Source: an optimization exercise on an open RTL-to-GDS flow (aim: a short achievable clock period and few clock cycles). Production flows keep margins and buffers that such runs may drop.
In this exercise RTL edits were held to simulation tests only and were not proved equivalent to the original.
Power figures rest on the tool's default switching activity, not on a simulated workload.

## design/flow/run.sh

```bash
#!/bin/bash
# synth_recipe.tcl (not shown) runs the flow's synth.tcl, then flattens the netlist and writes it again
# the make line also repeats each setting of config.mk as NAME=value (left out here)
make -C /OpenROAD-flow-scripts/flow DESIGN_CONFIG=/design/flow/config.mk WORK_HOME=/design/flow/orfs CLKGATE_MAP_FILE= SYNTH_SCRIPT=/design/flow/synth_recipe.tcl finish
```

## design/flow/config.mk

```make
export PLATFORM = sky130hd
export DESIGN_NAME = proj1
export DESIGN_NICKNAME = proj1
export VERILOG_FILES = /design/flow/design.v
export SDC_FILE = /design/flow/constraint.sdc
export NUM_CORES = 4
export LEC_CHECK = 0
export ABC_CLOCK_PERIOD_IN_PS = 2500
export CAP_MARGIN = 20
export CORE_MARGIN = 2
export CORE_UTILIZATION = 40
export SETUP_SLACK_MARGIN = 4.6
export SLEW_MARGIN = 20
export TNS_END_PERCENT = 100
```

## design/flow/constraint.sdc

```tcl
create_clock -name core_clock -period 7.0 [get_ports {Clk}]
set_input_delay 1.4000 -clock core_clock [delete_from_list [all_inputs] [get_ports {Clk}]]
set_output_delay 1.4000 -clock core_clock [all_outputs]
set_load 0.01 [all_outputs]
```

## design/flow/design.v

```verilog
module proj1(Clk, Rst, MemQ_IO, MemRW_IO, MemAddr_IO, MemD_IO);
input Clk;
input Rst;
input [15:0] MemQ_IO;
output MemRW_IO;
output [7:0] MemAddr_IO;
output [15:0] MemD_IO;
localparam NE = 8;       
localparam NI = 16;      
integer k, j;
function [15:0] pdec;
	input [15:0] w;
	reg hi0;
	begin
		hi0 = (w[7:4] == 4'd0);
		pdec = {w[15:8],
		        hi0 & (w[3:0] == 4'd1), hi0 & (w[3:0] == 4'd2), hi0 & (w[3:0] == 4'd5),
		        hi0 & (w[3:0] == 4'd9), hi0 & (w[3:0] == 4'd10), hi0 & (w[3:0] == 4'd6),
		        hi0 & (w[3:0] == 4'd4), hi0 & (w[3:0] == 4'd3)};
	end
endfunction
function [15:0] add16;
	input [15:0] x, y;
	reg [15:0] g, p, gn, pn;
	integer i, d;
	begin
		g = x & y;
		p = x ^ y;
		for (d = 1; d < 16; d = d * 2) begin
			gn = g;
			pn = p;
			for (i = d; i < 16; i = i + 1) begin
				gn[i] = g[i] | (p[i] & g[i-d]);
				pn[i] = p[i] & p[i-d];
			end
			g = gn;
			p = pn;
		end
		add16 = x ^ y ^ {g[14:0], 1'b0};
	end
endfunction
function [11:0] add12;
	input [11:0] x, y;
	input c;
	reg [12:0] g, p, gn, pn;
	integer i, d;
	begin
		g = {x & y, c};
		p = {x ^ y, 1'b0};
		for (d = 1; d < 13; d = d * 2) begin
			gn = g;
			pn = p;
			for (i = d; i < 13; i = i + 1) begin
				gn[i] = g[i] | (p[i] & g[i-d]);
				pn[i] = p[i] & p[i-d];
			end
			g = gn;
			p = pn;
		end
		add12 = x ^ y ^ g[11:0];
	end
endfunction
reg [7:0]  addr;       
reg [7:0]  o_addr;     
reg [15:0] o_md;       
reg        we;         
reg        bf;         
reg        bp;         
reg [7:0]  hi;         
reg [7:0]  pf;         
reg        pfk;        
reg        pfc;        
reg        bo;         
reg [7:0]  fa;         
reg [15:0] iq0, iq1, iq2;
reg [1:0]  qn;         
reg [NE-1:0] hq0, hq1, hq2;
reg e1_add, e1_or, e1_ld, e1_mul, e1_neg, e1_st, e1_jz, e1_hit;
reg [NE-1:0] e1_sel;
reg [7:0]  e1_a;
reg x_add, x_or, x_ld, x_mul, x_neg;
reg [15:0] od;         
reg x_mul2, x_mul3;
reg [11:0] pp_lo, pp_hi;
reg [179:0] mt;        
reg [15:0] oh_lo, oh_hi;   
reg        mz;         
reg [15:0] acc;
reg        redir;
reg [7:0]  jz_a;
reg [8*NE-1:0]  c_tag;
reg [16*NE-1:0] c_dat;
reg [NE-1:0] c_val;
reg [NE-1:0] c_ptr;    
reg [8*NI-1:0]  i_tag;
reg [16*NI-1:0] i_dat;
reg [NI-1:0] i_val;
reg [NI-1:0] i_ptr;    
reg [NI-1:0] nh;       
reg [NI-1:0] rh;       
reg [NI*NI-1:0] th;    
reg [NI-1:0] tc;       
reg [NE*NI-1:0] dh;    
assign MemAddr_IO = o_addr;
assign MemRW_IO = we;
assign MemD_IO = o_md;
reg [11:0] plo, phi;
always @(*) begin
	plo = 12'd0;
	phi = 12'd0;
	for (k = 1; k < 16; k = k + 1) begin
		plo = plo | ({12{oh_lo[k]}} & mt[12*(k-1) +: 12]);
		phi = phi | ({12{oh_hi[k]}} & mt[12*(k-1) +: 12]);
	end
end
wire [15:0] prod = {add12({4'd0, pp_lo[11:4]}, pp_hi, 1'b0), pp_lo[3:0]};
wire [15:0] sum = add16(acc, od);
wire idle = ~(x_add | x_or | x_ld | x_neg | x_mul3);
wire [15:0] acc_nx = ({16{x_add}} & sum) | ({16{x_or}} & (acc | od)) | ({16{x_ld}} & od) |
                     ({16{x_mul3}} & prod) | ({16{x_neg}} & ~acc) | ({16{idle}} & acc);
wire [11:0] a1 = {4'd0, acc[7:0]};
wire [11:0] a2 = {a1[10:0], 1'b0};
wire [11:0] a4 = {a1[9:0], 2'b0};
wire [11:0] a8 = {a1[8:0], 3'b0};
wire [11:0] m3 = add12(a2, a1, 1'b0);
wire [11:0] m5 = add12(a4, a1, 1'b0);
wire [11:0] m6 = add12(a4, a2, 1'b0);
wire [11:0] m7 = add12(a8, ~a1, 1'b1);
wire [11:0] m9 = add12(a8, a1, 1'b0);
wire [11:0] m10 = add12(a8, a2, 1'b0);
wire [11:0] m11s = a8 ^ a2 ^ a1;                                    
wire [11:0] m11c = {((a8 & a2) | (a8 & a1) | (a2 & a1)), 1'b0};
wire [11:0] m11 = add12(m11s, m11c[11:0], 1'b0);
wire [11:0] m12 = add12(a8, a4, 1'b0);
wire [11:0] m13s = a8 ^ a4 ^ a1;                                    
wire [11:0] m13c = {((a8 & a4) | (a8 & a1) | (a4 & a1)), 1'b0};
wire [11:0] m13 = add12(m13s, m13c[11:0], 1'b0);
wire [11:0] m14 = add12({a8[10:0], 1'b0}, ~a2, 1'b1);
wire [11:0] m15 = add12({a8[10:0], 1'b0}, ~a1, 1'b1);
wire [179:0] mt_nx = {m15, m14, m13, m12, m11, m10, m9, a8, m7, m6, m5, a4, m3, a2, a1};
wire [15:0] cz = {acc[14:0] | od[14:0], 1'b0};
wire add_z = ((acc ^ od) == cz);
wire mz_nx = (acc[7:0] == 8'd0) | (od[7:0] == 8'd0);
wire z = (idle & ~x_mul & ~x_mul2 & (acc == 16'd0)) | (x_neg & (acc == 16'hFFFF)) | (x_ld & (od == 16'd0)) |
         (x_or & ((acc | od) == 16'd0)) | (x_add & add_z) | (x_mul & mz_nx) | ((x_mul2 | x_mul3) & mz);
reg [NE-1:0] s_hit;
reg [15:0] c_rd;
always @(*) begin
	c_rd = 16'd0;
	for (k = 0; k < NE; k = k + 1) begin
		s_hit[k] = c_val[k] & (c_tag[8*k +: 8] == addr);
		c_rd = c_rd | ({16{e1_sel[k]}} & c_dat[16*k +: 16]);
	end
end
wire c_alloc = bo | (we & ~(|s_hit));
wire c_busy = bo | we;     
wire [7:0] a = iq0[15:8];
wire d_add = iq0[7];
wire d_or  = iq0[6];
wire d_ld  = iq0[5];
wire d_mul = iq0[4];
wire d_neg = iq0[3];
wire d_st  = iq0[2];
wire d_jz  = iq0[1];
wire d_mem = d_add | d_or | d_ld | d_mul;
wire [NE-1:0] hitv = hq0;
wire hit = |hitv;
wire blocked = (e1_st & d_mem & ~(hit & (a != e1_a))) | ((e1_mul | x_mul) & ~d_jz);
wire dec = (qn != 2'd0) & ~blocked & ~redir;
wire d_o = dec & d_mem & ~hit;      
wire jz_ok = ~(e1_add | e1_or | e1_ld | e1_mul | e1_neg);
wire jz_now = dec & d_jz & jz_ok;
wire [7:0]  fa1    = fa + 8'd1;
reg [NI-1:0] ih_1, ih_e, ih_d, ih_a, thw;
reg [NE-1:0] dhw;
reg [15:0] iw;
always @(*) begin
	iw = 16'd0;
	for (k = 0; k < NI; k = k + 1) begin
		ih_1[k] = i_val[k] & (i_tag[8*k +: 8] == fa1);    
		ih_e[k] = i_val[k] & (i_tag[8*k +: 8] == e1_a);    
		ih_d[k] = i_val[k] & (i_tag[8*k +: 8] == a);       
		ih_a[k] = i_val[k] & (i_tag[8*k +: 8] == addr);    
		iw = iw | ({16{nh[k]}} & i_dat[16*k +: 16]);
	end
	dhw = {NE{1'b0}};
	thw = {NI{1'b0}};
	for (k = 0; k < NI; k = k + 1) begin
		dhw = dhw | ({NE{nh[k]}} & dh[NE*k +: NE]);
		thw = thw | ({NI{nh[k]}} & th[NI*k +: NI]);
	end
end
wire i_fill = bf | bp;     
wire i_jmp = iw[0];
wire [NI-1:0] i_gone = (i_fill ? i_ptr : {NI{1'b0}}) | (we ? ih_a : {NI{1'b0}});
wire [15:0] pq     = pdec(MemQ_IO);
wire        jmp_in = bf & pq[0];           
wire [7:0]  ja     = pq[15:8];
wire        ie     = ~bf & (|nh) & ~redir & ((qn != 2'd3) | dec);
wire        arr    = bf | ie;              
wire        enq    = (bf & ~redir & ~jmp_in) | (ie & ~i_jmp);
wire [15:0] qw     = bf ? pq : iw;
wire [7:0]  fn     = redir ? jz_a : bf ? (jmp_in ? ja : fa1) : ie ? (i_jmp ? iw[15:8] : fa1) : fa;
wire [NI-1:0] fnh  = redir ? rh : bf ? (jmp_in ? {NI{1'b0}} : ih_1) : ie ? (i_jmp ? thw : ih_1) : nh;
wire        room0  = (qn[1] == 1'b0) | ((qn == 2'd2) & ~arr);   
wire        room1  = (qn != 2'd3) | ~arr;                        
wire        room   = dec ? room1 : room0;
reg [NI-1:0] jb;
always @(*)
	for (k = 0; k < NI; k = k + 1)
		jb[k] = i_dat[16*k];
wire        fh_e   = redir ? (|rh) : bf ? (|ih_1) :
                     ie ? ((|(nh & jb & tc)) | ((|(nh & ~jb)) & (|ih_1))) : (|nh);
wire        may_fetch = (room | redir) & (~fh_e | (bf & ~redir & jmp_in));
wire        n_st  = e1_st & ~redir;         
wire        n_o   = ~n_st & d_o;
localparam PD = 6;
wire [7:0]  pfd   = pf - hi;
wire        pf_ok = pfk & ~pfc & (pfd != 8'd0) & (pfd <= PD) & ~redir & (|nh) & ~bf;
wire        n_p   = ~n_st & ~n_o & pf_ok;
wire        n_f   = ~n_st & ~n_o & ~pf_ok & may_fetch;
reg [NI-1:0] ih_p;
always @(*)
	for (k = 0; k < NI; k = k + 1)
		ih_p[k] = i_val[k] & (i_tag[8*k +: 8] == pf);
wire [NE-1:0] c_new = c_busy ? c_ptr : {NE{1'b0}};
wire [NE-1:0] c_set = bo ? c_ptr : {NE{1'b0}};
reg  [NE-1:0] hbus;
always @(*)
	for (k = 0; k < NE; k = k + 1)
		hbus[k] = (c_val[k] & (c_tag[8*k +: 8] == pq[15:8]) & ~c_new[k]) |
		          (c_set[k] & (pq[15:8] == addr));
wire [NE-1:0] hin = bf ? hbus : (dhw & ~c_new);
reg  [NI*NI-1:0] th_nx;
always @(*)
	for (k = 0; k < NI; k = k + 1)
		for (j = 0; j < NI; j = j + 1)
			th_nx[NI*k + j] = ~(i_fill & i_ptr[k]) &
			                  ((i_val[j] & (i_tag[8*j +: 8] == i_dat[16*k+8 +: 8]) & ~i_gone[j]) |
			                   (i_fill & i_ptr[j] & (addr == i_dat[16*k+8 +: 8])));
reg  [NE*NI-1:0] dh_nx;
always @(*)
	for (k = 0; k < NI; k = k + 1)
		if (i_fill & i_ptr[k])
			dh_nx[NE*k +: NE] = hbus;
		else
			for (j = 0; j < NE; j = j + 1)
				dh_nx[NE*k + j] = (c_val[j] & (c_tag[8*j +: 8] == i_dat[16*k+8 +: 8]) & ~c_new[j]) |
				                  (c_set[j] & (i_dat[16*k+8 +: 8] == addr));
wire [NE-1:0] hq0u = (hq0 & ~c_new) | ((iq0[15:8] == addr) ? c_set : {NE{1'b0}});
wire [NE-1:0] hq1u = (hq1 & ~c_new) | ((iq1[15:8] == addr) ? c_set : {NE{1'b0}});
wire [NE-1:0] hq2u = (hq2 & ~c_new) | ((iq2[15:8] == addr) ? c_set : {NE{1'b0}});
wire [NE-1:0] c_ptr_n = c_alloc ? {c_ptr[NE-2:0], c_ptr[NE-1]} : c_ptr;
wire [NE-1:0] pm = (n_o | n_st) ? c_ptr_n : {NE{1'b0}};
always @(posedge Clk) begin
	dh <= dh_nx;
	th <= th_nx;
	for (k = 0; k < NI; k = k + 1)
		tc[k] <= |th_nx[NI*k +: NI];
	if (dec) begin
		hq0 <= ((qn == 2'd1) ? hin : hq1u) & ~pm;
		hq1 <= ((qn == 2'd2) ? hin : hq2u) & ~pm;
		hq2 <= hin & ~pm;
	end else begin
		hq0 <= ((qn == 2'd0) ? hin : hq0u) & ~pm;
		hq1 <= ((qn == 2'd1) ? hin : hq1u) & ~pm;
		hq2 <= ((qn == 2'd2) ? hin : hq2u) & ~pm;
	end
	if (dec) begin
		iq0 <= (qn == 2'd1) ? qw : iq1;
		iq1 <= (qn == 2'd2) ? qw : iq2;
		iq2 <= qw;
	end else begin
		if (qn == 2'd0) iq0 <= qw;
		if (qn == 2'd1) iq1 <= qw;
		if (qn == 2'd2) iq2 <= qw;
	end
	if (Rst | redir)
		qn <= 2'd0;
	else
		case ({dec, enq})
		2'b10: qn <= (qn == 2'd1) ? 2'd0 : (qn == 2'd2) ? 2'd1 : 2'd2;
		2'b01: qn <= (qn == 2'd0) ? 2'd1 : (qn == 2'd1) ? 2'd2 : 2'd3;
		default: ;
		endcase
	jz_a <= e1_jz ? e1_a : a;      
	if (Rst)
		redir <= 1'b0;
	else
		redir <= ((e1_jz | jz_now) & z) & ~redir;
	e1_a <= a;
	e1_sel <= hitv;
	e1_hit <= hit;
	if (Rst) begin
		{e1_add, e1_or, e1_ld, e1_mul, e1_neg, e1_st, e1_jz} <= 7'd0;
	end else begin
		{e1_add, e1_or, e1_ld, e1_mul, e1_neg, e1_st, e1_jz} <=
			{7{dec}} & {d_add, d_or, d_ld, d_mul, d_neg, d_st, d_jz & ~jz_ok};
	end
	od <= e1_hit ? c_rd : MemQ_IO;
	mt <= mt_nx;
	if (x_mul)
		mz <= mz_nx;
	pp_lo <= plo;
	pp_hi <= phi;
	for (k = 0; k < 16; k = k + 1) begin
		oh_lo[k] <= (od[3:0] == k);
		oh_hi[k] <= (od[7:4] == k);
	end
	if (Rst) begin
		{x_add, x_or, x_ld, x_mul, x_neg, x_mul2, x_mul3} <= 7'd0;
		acc <= 16'd0;
	end else begin
		{x_add, x_or, x_ld, x_mul, x_neg} <= {5{~redir}} & {e1_add, e1_or, e1_ld, e1_mul, e1_neg};
		x_mul2 <= x_mul;
		x_mul3 <= x_mul2;
		acc <= acc_nx;
	end
	if (Rst) begin
		addr <= 8'd0;
		o_addr <= 8'd0;
		fa <= 8'd0;
		we <= 1'b0;
		bo <= 1'b0;
		bf <= 1'b1;
		bp <= 1'b0;
		hi <= 8'd0;
		pf <= 8'd1;
		pfk <= 1'b0;
		pfc <= 1'b0;
	end else begin
		we <= n_st;
		bo <= n_o;
		bf <= n_f;
		bp <= n_p;
		if (n_st)
			addr <= e1_a;
		else if (n_o)
			addr <= a;
		else if (pf_ok)
			addr <= pf;
		else
			addr <= fn;
		if (n_st)
			o_addr <= e1_a;
		else if (n_o)
			o_addr <= a;
		else if (n_p)
			o_addr <= pf;
		else if (n_f)
			o_addr <= fn;
		if (n_st)
			o_md <= acc_nx;
		fa <= fn;
		if ((bf | ie) & ~redir & (fa > hi))
			hi <= fa;
		if ((pfd == 8'd0) | (pfd > PD)) begin
			pf <= hi + 8'd1;
			pfk <= 1'b0;
		end else if (n_p | (pfk & pfc)) begin
			pf <= pf + 8'd1;
			pfk <= 1'b0;
		end else
			pfk <= 1'b1;
		pfc <= |(ih_p & ~i_gone);
	end
	if (Rst)
		nh <= {NI{1'b0}};
	else
		nh <= fnh & ~i_gone;
	rh <= (e1_jz ? ih_e : ih_d) & ~i_gone;
	for (k = 0; k < NE; k = k + 1) begin
		if (c_alloc & c_ptr[k]) begin
			c_tag[8*k +: 8] <= addr;
			c_dat[16*k +: 16] <= bo ? MemQ_IO : acc;
		end
		if (we & s_hit[k])
			c_dat[16*k +: 16] <= acc;
	end
	if (Rst) begin
		c_val <= {NE{1'b0}};
		c_ptr <= {{(NE-1){1'b0}}, 1'b1};
	end else if (c_alloc) begin
		c_val <= c_val | c_ptr;
		c_ptr <= {c_ptr[NE-2:0], c_ptr[NE-1]};
	end
	for (k = 0; k < NI; k = k + 1)
		if (i_fill & i_ptr[k]) begin
			i_tag[8*k +: 8] <= addr;
			i_dat[16*k +: 16] <= pq;
		end
	if (Rst) begin
		i_val <= {NI{1'b0}};
		i_ptr <= {{(NI-1){1'b0}}, 1'b1};
	end else if (i_fill) begin
		i_val <= i_val | i_ptr;
		i_ptr <= {i_ptr[NI-2:0], i_ptr[NI-1]};
	end else if (we)
		i_val <= i_val & ~ih_a;
end
endmodule
```

==> reports/results.ini, run 1 <==
[synth]
netlist_area_um2=103800
synth_edf_count=608
synthCells=11470
synth-async-reset-ratio=0
yosys-top-cells-area=xor2_1, edfxtp_1, dfxtp_1, xnor2_1, nor4_1
synth_cell_types=86
avgSynthCellArea_um2=9.049
synth_ff_type=dfxtp_1
ys_seq_area_frac=0.3263
syn_nets=11620
synth_seq_cells=1388
synth_top_area_frac=0.2090
yosys.area.top_type=xor2_1
yosys_warnings=1

[outcome]
run_status=did not finish
stop_error=[ERROR GRT-0232] Routing congestion too high. Check the congestion heatmap in the GUI.
outcome.stop_stage=5_1_grt

[place]
gp_congestion=1.199
io_buffers=42
pre_cts_ws_ns=2.405
numPlacedInstances=14270
dp_hpwl_um=426200

[global_route]
overflow=2
grtUsageTotal=0.5509
grt_max_degree=75

[floorplan]
num_rows=187
die_w_um=513.5
pin_count=43
die_y_um=513.5
start_util=0.4012

[clock_tree]
postCtsHoldBufs=0
cts.sinks=1388
cts_htree_levels=4
cts_buffer_depth=3
cts_made_buffers=167
cts_root_buf=clkbuf_16

-- worst max-delay path by stage --
stage               depth (start not counted)  slack (ns)                      to          startpoint
global placement                           10        2.14           tc[4]$_DFF_P_  addr[6]$_SDFF_PP0_
detailed placement                         10        2.41     c_dat[17]$_DFFE_PP_  addr[3]$_SDFF_PP0_
floorplan                                  13        3.80      o_md[15]$_DFFE_PP_   acc[1]$_SDFF_PP0_
CTS                                        14        3.60  o_addr[5]$_SDFFE_PP0P_    fa[0]$_SDFF_PP0_
-- cell families after synthesis --
group / Yosys count / synth area share
compound gates: 1814 / 0.1253
xor+xnor: 3974 / 0.3360
fa+ha+maj: 131 / 0.01716
buf+inv: 1479 / 0.05489
flops: 1388 / 0.3263
mux: 67 / 0.006966
simple gates: 2621 / 0.1334
-- through the flow --
| step | cell area, um2 | hold WS, ns |
|---|---|---|
| 2_1_floorplan | 105400 | 0.3434 |
| 3_3_place_gp | 109700 | 0.3593 |
| 3_5_place_dp | 109700 | 0.3620 |
| 4_1_cts | 132000 | 0.3753 |
-- cell usage after synthesis (258+ instances only) --
cell / count
xor2_1: 2478
xnor2_1: 1491
clkbuf_1: 989
dfxtp_1: 780
nor4_1: 740
nor2_1: 622
edfxtp_1: 608
nand4_1: 382
a21oi_1: 352
o21ai_0: 285
nand2_1: 280
buf_1: 258
-- per-layer routing --
layer	GRT overflow	GRT usage
met2	1	0.6861
met1	1	0.5993
met3	0	0.3980
met4	0	0.4521
met5	0	0.2298
-- timing repair --
action                                  4_1_cts
resized for setup                          1987
cloned                                       82
endpoints found under the setup margin     1365
pin swaps                                   373
setup buffers                               655
-- power groups by stage --
stage               registers (mW)  clock network, mW  logic (mW)
floorplan                     10.2                  0        9.02
global placement              11.4                  0        12.8
detailed placement            11.4                  0        13.0
CTS                           10.9               9.47        17.7
Testbench counts, summed over its fixed seeds: cycles 12,046.
==> run 2, diff against run 1 <==
--- a/design/flow/design.v
+++ b/design/flow/design.v
@@ -77,2 +77,3 @@
 reg [NE-1:0] hq0, hq1, hq2;
+reg        sa_eq;      
 reg e1_add, e1_or, e1_ld, e1_mul, e1_neg, e1_st, e1_jz, e1_hit;
@@ -167,3 +168,3 @@
 wire hit = |hitv;
-wire blocked = (e1_st & d_mem & ~(hit & (a != e1_a))) | ((e1_mul | x_mul) & ~d_jz);
+wire blocked = (e1_st & d_mem & ~(hit & ~sa_eq)) | ((e1_mul | x_mul) & ~d_jz);
 wire dec = (qn != 2'd0) & ~blocked & ~redir;
@@ -263,2 +264,3 @@
 		hq2 <= hin & ~pm;
+		sa_eq <= (((qn == 2'd1) ? qw[15:8] : iq1[15:8]) == a);
 	end else begin
--- a/design/flow/config.mk
+++ b/design/flow/config.mk
@@ -10,3 +10,3 @@
 export CORE_MARGIN = 2
-export CORE_UTILIZATION = 40
+export CORE_UTILIZATION = 30
 export SETUP_SLACK_MARGIN = 4.6
==> reports/results.ini, run 2 <==
[outcome]
run_status=did not finish
outcome.stop_stage=5_1_grt
stop_error=[ERROR GRT-0232] Routing congestion too high. Check the congestion heatmap in the GUI.

[global_route]
overflow=2
grt_max_degree=65
grtUsageTotal=0.3625

[clock_tree]
cts.sinks=1389
cts_root_buf=clkbuf_16
cts_made_buffers=172
cts_buffer_depth=4
cts_htree_levels=4

[synth]
yosysMostFrequentCell=xor2_1
yosys.area.top_type=xor2_1
ys_seq_area_frac=0.3256
synth_top_area_frac=0.2146
syn_nets=11630
synthCells=11480
synth_ff_type=dfxtp_1
netlist_area_um2=104100
synth_common_cells=xor2_1, xnor2_1, clkbuf_1
synth_seq_cells=1389
yosys-top-cells-area=xor2_1, edfxtp_1, dfxtp_1, xnor2_1, nor4_1
yosys_warnings=1
synth-async-reset-ratio=0
synth_edf_count=609
avgSynthCellArea_um2=9.074
synth_cell_types=93

[place]
gp_congestion=1.196
numPlacedInstances=15390
dp_hpwl_um=379400
place_area_um2=110900
io_buffers=42
pre_cts_ws_ns=2.073

[floorplan]
num_rows=216
die_y_um=593.2
pin_count=43
die_w_um=593.2
start_util=0.3010

-- run 2: changes by cell type after synthesis, moves of 21 or more --
| cell | change |
|---|---|
| o32ai_1 | +32 |
| xor2_1 | +74 |
| a22o_1 | +42 |
| xnor2_1 | -83 |
| nand3_1 | -21 |
| nor2_1 | +29 |
| a221oi_1 | +31 |
| mux2i_1 | +26 |
| nor3_1 | -67 |
| a22oi_1 | -91 |
| nand2_1 | +22 |
-- run 2: routing by layer --
layer	overflow	GRT usage
met5	0	0.1535
met4	2	0.2895
met3	0	0.2613
met2	0	0.4538
met1	0	0.3957
-- run 2: what timing repair did --
item                                     CTS
resized for setup                       1785
endpoints found under the setup margin  1427
hold buffers                               0
cloned                                    50
buffers inserted                         614
pin swaps                                312
-- run 2: logic make-up after synthesis --
kind of cell             Yosys count  share of synthesized area
AND/OR/NAND/NOR                 2607                     0.1321
XOR/XNOR                        3969                     0.3349
buffers and inverters           1490                    0.05506
AO/OA/AOI/OAI                   1788                     0.1248
multiplexers                     102                    0.01042
adder cells (fa/ha/maj)          131                    0.01711
flip-flops                      1389                     0.3256
-- run 2: worst max path at each step --
stage / start / endpoint / slack, ns / cells past startpoint
after floorplan: MemQ_IO[5] / o_addr[1]$_SDFFE_PP0P_ / 3.78 / 9
after global placement: MemQ_IO[4] / o_addr[0]$_SDFFE_PP0P_ / 2.09 / 10
after detailed placement: MemQ_IO[4] / o_addr[0]$_SDFFE_PP0P_ / 2.07 / 10
after CTS: pf[0]$_SDFFE_PP1P_ / pf[6]$_SDFFE_PP0P_ / 3.79 / 15
-- run 2: power by group through the flow --
stage / Clock (mW) / Combinational [mW] / Sequential [mW]
after detailed placement: 0 / 14.4 / 11.8
after floorplan: 0 / 10.3 / 10.4
after CTS: 9.29 / 19.3 / 11.1
after global placement: 0 / 14.2 / 11.8
Testbench counts of run 2, summed over its fixed seeds: cycles 12,046.
